Background: an optimization exercise with open tools, aiming at small area. Do not read the settings as production practice. RTL that was checked went through simulation tests only; none was proved equivalent to the original.

== the baseline ==
// matched_filter_despreader_sync
module matched_filter_despreader_sync (sample_i, sample_q, input_sample_valid,clk,reset,
										despread_sample_i, despread_sample_q, despread_sample_valid);
input [15:0] sample_i,sample_q;
input input_sample_valid,clk,reset;
output [31:0] despread_sample_i,despread_sample_q;
output despread_sample_valid;
reg s0, s1, s2, s3, vout, en, enn;
reg [4:0] cnt;
always @(posedge clk or posedge reset)
if (reset) begin
	s0 <= 1'b0; s1 <= 1'b0; s2 <= 1'b0; s3 <= 1'b0; vout <= 1'b0;
	en <= 1'b0; enn <= 1'b1;
	cnt <= 5'd0;
end else begin
	s0 <= input_sample_valid; s1 <= s0; s2 <= s1; s3 <= s2; vout <= s3;
	en <= input_sample_valid | s0 | s1 | s2;
	enn <= ~(input_sample_valid | s0 | s1 | s2);
	if (input_sample_valid && cnt != 5'd20) cnt <= cnt + 5'd1;
end
wire v0 = cnt > 5'd0;
wire v1 = cnt > 5'd1;
wire v2 = cnt > 5'd2;
wire v3 = cnt > 5'd3;
wire v4 = cnt > 5'd4;
wire v5 = cnt > 5'd5;
wire v6 = cnt > 5'd6;
wire v7 = cnt > 5'd7;
wire v8 = cnt > 5'd8;
wire v9 = cnt > 5'd9;
wire v10 = cnt > 5'd10;
wire v11 = cnt > 5'd11;
wire v12 = cnt > 5'd12;
wire v13 = cnt > 5'd13;
wire v14 = cnt > 5'd14;
  ...
For scale: about 680 flip-flops.
==> flow/config.mk <==
export PLATFORM = sky130hd
export DESIGN_NAME = matched_filter_despreader_sync
export DESIGN_NICKNAME = matched_filter_despreader_sync
export VERILOG_FILES = /design/flow/design.v
export SDC_FILE = /design/flow/constraint.sdc
export NUM_CORES = 4
export LEC_CHECK = 0
export CAP_MARGIN = 20
export CORE_MARGIN = 2
export CORE_UTILIZATION = 85
export SLEW_MARGIN = 20
export SYNTH_HIERARCHICAL = 1
==> flow/constraint.sdc <==
create_clock -name core_clock -period 10.0 [get_ports {clk}]
set_input_delay 2.0000 -clock core_clock [delete_from_list [all_inputs] [get_ports {clk}]]
set_output_delay 2.0000 -clock core_clock [all_outputs]
set_load 0.01 [all_outputs]
standard.sh (not shown) runs the stock make flow with config.mk's settings and CLKGATE_MAP_FILE= SYNTH_SCRIPT=/design/flow/synth_recipe.tcl, a recipe that flattens the netlist after the stock synthesis.
==> flow/flow/run.sh <==
#!/bin/bash
# Own flow: the standard layout, with a leaner clock tree (no dummy loads,
# clusters of about 16 sinks per clkbuf_8) and the smallest buffer on each port.
# The ORFS output goes to standard.log in this folder.
export CTS_ARGS="-sink_clustering_enable -repair_clock_nets -dont_use_dummy_load -buf_list sky130_fd_sc_hd__clkbuf_8 -sink_clustering_size 16 -sink_clustering_max_diameter 50"
export BUFFER_PORTS_ARGS="-buffer_cell sky130_fd_sc_hd__buf_1"
bash standard.sh > standard.log 2>&1
diff inputs: the baseline => the candidate
--- a/flow/design.v
+++ b/flow/design.v
@@ -43,22 +43,22 @@
 wire [15:0] lq = {sample_q[3:0], sample_q[7:4], sample_q[11:8], ~sample_q[15], sample_q[14:12]};
 always @(posedge clk) begin
 	ci[15:0] <= input_sample_valid ? li : {ci[11:0], ti[3:0]};
 	cq[15:0] <= input_sample_valid ? lq : {cq[11:0], tq[3:0]};
 	ci[319:16] <= ({304{en}} & ci[315:12]) | ({304{enn}} & ci[319:16]);
 	cq[319:16] <= ({304{en}} & cq[315:12]) | ({304{enn}} & cq[319:16]);
 end
-wire gi0 = ci[12] & v0;
-wire gi1 = ci[13] & v0;
-wire gi2 = ci[14] & v0;
-wire gi3 = v0 ? ci[15] : s3;
-wire gi4 = ~(ci[12] & v0);
-wire gi5 = ~(ci[13] & v0);
-wire gi6 = ~(ci[14] & v0);
-wire gi7 = v0 ? ~ci[15] : ~s3;
+wire gi0 = ci[12];
+wire gi1 = ci[13];
+wire gi2 = ci[14];
+wire gi3 = ci[15];
+wire gi4 = ~ci[12];
+wire gi5 = ~ci[13];
+wire gi6 = ~ci[14];
+wire gi7 = ~ci[15];
 wire gi8 = ~(ci[28] & v1);
 wire gi9 = ~(ci[29] & v1);
 wire gi10 = ~(ci[30] & v1);
 wire gi11 = v1 ? ~ci[31] : ~s3;
 wire gi12 = ci[44] & v2;
 wire gi13 = ci[45] & v2;
 wire gi14 = ci[46] & v2;
@@ -591,22 +591,22 @@
 wire ai530, ai531;
 mfd_fa u_ai530 (.a(ai521), .b(ai528), .c(ai523), .s(ai530), .co(ai531));
 wire ai532, ai533;
 mfd_fa u_ai532 (.a(ai530), .b(ai525), .c(ai527), .s(ai532), .co(ai533));
 wire ai534, ai535;
 mfd_fa u_ai534 (.a(ai529), .b(ai531), .c(ai533), .s(ai534), .co(ai535));
 wire ai536 = ~ai535;
-wire gq537 = cq[12] & v0;
-wire gq538 = cq[13] & v0;
-wire gq539 = cq[14] & v0;
-wire gq540 = v0 ? cq[15] : s3;
-wire gq541 = ~(cq[12] & v0);
-wire gq542 = ~(cq[13] & v0);
-wire gq543 = ~(cq[14] & v0);
-wire gq544 = v0 ? ~cq[15] : ~s3;
+wire gq537 = cq[12];
+wire gq538 = cq[13];
+wire gq539 = cq[14];
+wire gq540 = cq[15];
+wire gq541 = ~cq[12];
+wire gq542 = ~cq[13];
+wire gq543 = ~cq[14];
+wire gq544 = ~cq[15];
 wire gq545 = ~(cq[28] & v1);
 wire gq546 = ~(cq[29] & v1);
 wire gq547 = ~(cq[30] & v1);
 wire gq548 = v1 ? ~cq[31] : ~s3;
 wire gq549 = cq[44] & v2;
 wire gq550 = cq[45] & v2;
 wire gq551 = cq[46] & v2;
==> run summary <==
[the candidate] number of non-clock buffers fell about 3.4% relative to the baseline
Changes observed in the candidate relative to the baseline: wire length has decreased; total of clock buffers placed in the layout has decreased.
Fmax | the candidate below the baseline
Between the candidate and the baseline, the arithmetic-cell share of the synthesized area counting full adders, half adders and majority gates figures differ only marginally.
Across both runs, clock skew was lower for the candidate than for the baseline.
Relative to the baseline, the portion of the layout cell area used by non-clock buffers of the candidate is lower by 0.26 points.
Area: the candidate vs the baseline -> the candidate smaller
Total instance count after detailed placement for the candidate: 14 down relative to the baseline
Via-per-instance ratio came out lower on the candidate than on the baseline.
Function not checked in the baseline: the RTL went through the layout flow alone.

-- port drivers added, routing unchanged --
The results above use ideal ports. As a check the final layouts listed here were re-extracted and re-timed, cells and wires unchanged. Step 1 (the two cells are an assumption about what drives the block):
set clk [get_ports {clk}]
set_driving_cell -lib_cell sky130_fd_sc_hd__clkbuf_16 $clk
set_driving_cell -lib_cell sky130_fd_sc_hd__buf_2 [delete_from_list [all_inputs] $clk]
Step 2 moves the port delays by t, midway between the first and last clock arrival at a register: inputs arrive t later, outputs are due t later. That takes back most of the time a late clock gives input paths. Slacks: ideal / step 1 / step 2; pairs: ideal / step 1.
| run | t (ns) | setup WS [ns] | worst setup path at the end | worst slew at a driven data input, ns | cell pins on the clock port's net |
|---|---|---|---|---|---|
| the baseline | 0.735 | 0.608 / 0.608 / 0.608 | register to register | 0.09 | 1 |
| the candidate | 0.705 | 0.440 / 0.440 / 0.440 | register to register | 0.05 | 1 |
After both steps every run listed still meets setup and hold.
